From an optimization exercise on the open Yosys and OpenROAD flow, aimed at small area and a short achievable clock period; shortcuts taken in it are not production practice.

==> job 4099: inputs <==
==> flow/design.v (excerpt) <==
module fir_direct_nom (
    input              clk,
    input              rst,
    input  signed [4:0] in,
    output signed [4:0] out,
    input  [249:0]     tap_coeffs
);
export LEC_CHECK = 0
export CAP_MARGIN = 20
export CORE_MARGIN = 2
export CORE_UTILIZATION = 40
export CTS_BUF_LIST = sky130_fd_sc_hd__clkbuf_8
export CTS_CLUSTER_DIAMETER = 50
export CTS_CLUSTER_SIZE = 16
export SLEW_MARGIN = 20
export SYNTH_HIERARCHICAL = 1
export SYNTH_MINIMUM_KEEP_SIZE = 0
create_clock -name core_clock -period 12.0 [get_ports {clk}]
standard.sh (not shown) runs the stock make flow with config.mk's settings and CLKGATE_MAP_FILE= SYNTH_SCRIPT=/design/flow/synth_recipe.tcl, a recipe that flattens the netlist after the stock synthesis.
==> flow/flow/run.sh <==
#!/bin/bash
# ORFS layout (the standard.sh) in three calls:
#  1. synthesis to placement as standard, with plain buf_2 port buffers;
#  2. CTS and 3. routing to finish, with timing repair aimed at a setup
#     slack margin and at the worst paths only.
set -e
export BUFFER_PORTS_ARGS="-buffer_cell sky130_fd_sc_hd__buf_2"
bash standard.sh synth floorplan place > standard_place.log 2>&1
export SETUP_SLACK_MARGIN=7.7
export TNS_END_PERCENT=0
bash standard.sh cts > standard_cts.log 2>&1
bash standard.sh > standard_finish.log 2>&1
==> inputs of job 7024, as changes to job 4099 <==
--- a/flow/design.v
+++ b/flow/design.v
@@ -13,15 +13,18 @@
     input  signed [4:0] in,
     output signed [4:0] out,
     input  [249:0]     tap_coeffs
 );
 logic [48:0][4:0] sr;     
 logic [183:0] ra, ra_d;  
 logic [5:0] lo_q;         
-logic [5:0] x_q, g_q, o_q;  
+logic x0_q;                
+logic [5:1] ez_q, eo_q;  
+logic sg0_q, sg1_q;        
+wire [5:0] xh, gh, oh;
 logic v1, v2;              
 wire [10:0] sum_a, sum_b, sum;
 wire n1;
 wire n2;
 wire n3;
 wire n4;
 wire n5;
@@ -5984,39 +5987,46 @@
 assign n3402 = ~(~n3394 ^ ~n3397);
 assign n3403 = ~n3394 | ~n3397;
 assign n3404 = ~n3402;
 fa u_n3405 (.a(n3399), .b(n3404), .c(n3401), .s(n3405), .co(n3406));
 assign sum_a = {n3403, ~n3405, ~n3400, ~n3368, ~n3367, ~n3327, ~n3274, n3165, n3160, n3110, ~n3065};
 assign sum_b = {~n3406, 1'b0, ~n3391, ~n3390, ~n3328, 1'b0, ~n3278, ~n3224, n3164, 1'b0, n3068};
 assign sum = {6'b0, {1'b0, sum_a[4:0]} + {1'b0, sum_b[4:0]}};
+wire [5:0] hs0 = sum_a[10:5] + sum_b[10:5];
+wire [5:0] hs1 = sum_a[10:5] + sum_b[10:5] + 1'b1;
+assign xh = sum_a[10:5] ^ sum_b[10:5];
+assign gh = sum_a[10:5] & sum_b[10:5];
+assign oh = sum_a[10:5] | sum_b[10:5];
+wire [5:0] cg;   
+assign cg[0] = 1'b0;
+genvar gi;
+for (gi = 1; gi < 6; gi = gi + 1) begin : g_cg
+    assign cg[gi] = gh[gi-1] | (xh[gi-1] & cg[gi-1]);
+end
 always @(posedge clk or posedge rst) begin
     if (rst) begin
         sr <= '0;
         v1 <= 1'b0;
         v2 <= 1'b0;
     end else begin
         sr <= {sr[47:0], in};
         v1 <= 1'b1;
         v2 <= v1;
     end
 end
 always @(posedge clk) begin
     ra <= ra_d;
     lo_q <= sum[5:0];
-    x_q <= sum_a[10:5] ^ sum_b[10:5];
-    g_q <= sum_a[10:5] & sum_b[10:5];
-    o_q <= sum_a[10:5] | sum_b[10:5];
-end
-wire hz = (x_q[0] == lo_q[5]) && (x_q[5:1] == o_q[4:0]);
-wire ho = (x_q[0] != lo_q[5]) && (&(x_q[5:1] ^ g_q[4:0]));
-wire [6:0] c;   
-assign c[0] = lo_q[5];
-genvar gi;
-for (gi = 0; gi < 6; gi = gi + 1) begin : g_c
-    assign c[gi+1] = g_q[gi] | (x_q[gi] & c[gi]);
+    x0_q <= xh[0];
+    ez_q <= xh[5:1] ~^ oh[4:0];
+    eo_q <= xh[5:1] ^ gh[4:0];
+    sg0_q <= hs0[5];
+    sg1_q <= hs1[5];
 end
-wire sgn = x_q[5] ^ c[5];
+wire hz = (&ez_q) && (x0_q == lo_q[5]);
+wire ho = (&eo_q) && (x0_q != lo_q[5]);
+wire sgn = lo_q[5] ? sg1_q : sg0_q;
 wire lz = ~|lo_q[4:4];
 wire lo1 = &lo_q[4:4];
 wire inr = (hz && lz) || (ho && lo1);
 assign out = !v2 ? 5'sd0 : inr ? lo_q[4:0] : sgn ? -5'sd16 : 5'sd15;
 endmodule
==> flow/flow/run.sh (replaced) <==
#!/bin/bash
# ORFS layout (the standard.sh) in three calls:
#  1. synthesis to placement as standard, with plain buf_2 port buffers;
#  2. CTS and 3. routing to finish, with timing repair aimed at a setup
#     slack margin and at the worst paths only.
set -e
export BUFFER_PORTS_ARGS="-buffer_cell sky130_fd_sc_hd__buf_2"
bash standard.sh synth floorplan place > standard_place.log 2>&1
export SETUP_SLACK_MARGIN=7.4
export TNS_END_PERCENT=0
bash standard.sh cts > standard_cts.log 2>&1
bash standard.sh > standard_finish.log 2>&1
==> inputs of job 222, as changes to job 4099 <==
==> flow/flow/run.sh (replaced) <==
#!/bin/bash
# ORFS layout (the standard.sh) in three calls:
#  1. synthesis to placement as standard, with plain buf_2 port buffers;
#  2. CTS and 3. routing to finish, with timing repair aimed at a setup
#     slack margin and at the worst paths only.
set -e
export BUFFER_PORTS_ARGS="-buffer_cell sky130_fd_sc_hd__buf_2"
bash standard.sh synth floorplan place > standard_place.log 2>&1
export SETUP_SLACK_MARGIN=7.4
export TNS_END_PERCENT=0
bash standard.sh cts > standard_cts.log 2>&1
bash standard.sh > standard_finish.log 2>&1
==> notes <==
Job 4099 completed without violations. Job 7024 passed the timing, design-rule and antenna checks. Job 222 went through all stages and came out clean.
In die area, job 222 and job 4099 do not differ.
Of job 222 and job 7024, job 222 has the higher non-clock buffer count (gap 3).
Global-route usage: job 7024 is higher than job 222 (0.26 points).
Against job 222, the first-iteration DRC count of job 7024 is higher by 0.49%.
Cell count is the same in job 222 and job 4099.
In clock-buffer cell count, job 222 and job 4099 do not differ.
In job 4099 the sequential cell count is lower than in job 7024, by 1.
In core utilization, job 222 and job 4099 do not differ.
No functional check of the RTL was part of any run of this note.

## afterwards: timing with drivers on the ports
Ports are ideal in the flow. The routed layouts listed here were re-timed in OpenROAD. Step 1: set_driving_cell puts a clkbuf_16 on clk and a buf_2 on each other input, an assumption about the parent block. Step 2 moves the port delays by t, midway between the first and last clock arrival at a register: inputs arrive t later, outputs are due t later. That takes back most of the time a late clock gives input paths. Slacks: ideal ports / drivers / drivers and shift; pairs: ideal ports / drivers.
run | t, ns | slack for setup (ns) | cell pins on the clock port's net
job 4099 | 0.761 | 7.172 / 7.171 / 6.447 | 1
job 7024 | 0.775 | 6.771 / 6.771 / 6.265 | 1
job 222 | 0.761 | 7.172 / 7.171 / 6.447 | 1
After both steps every run listed still meets setup and hold.
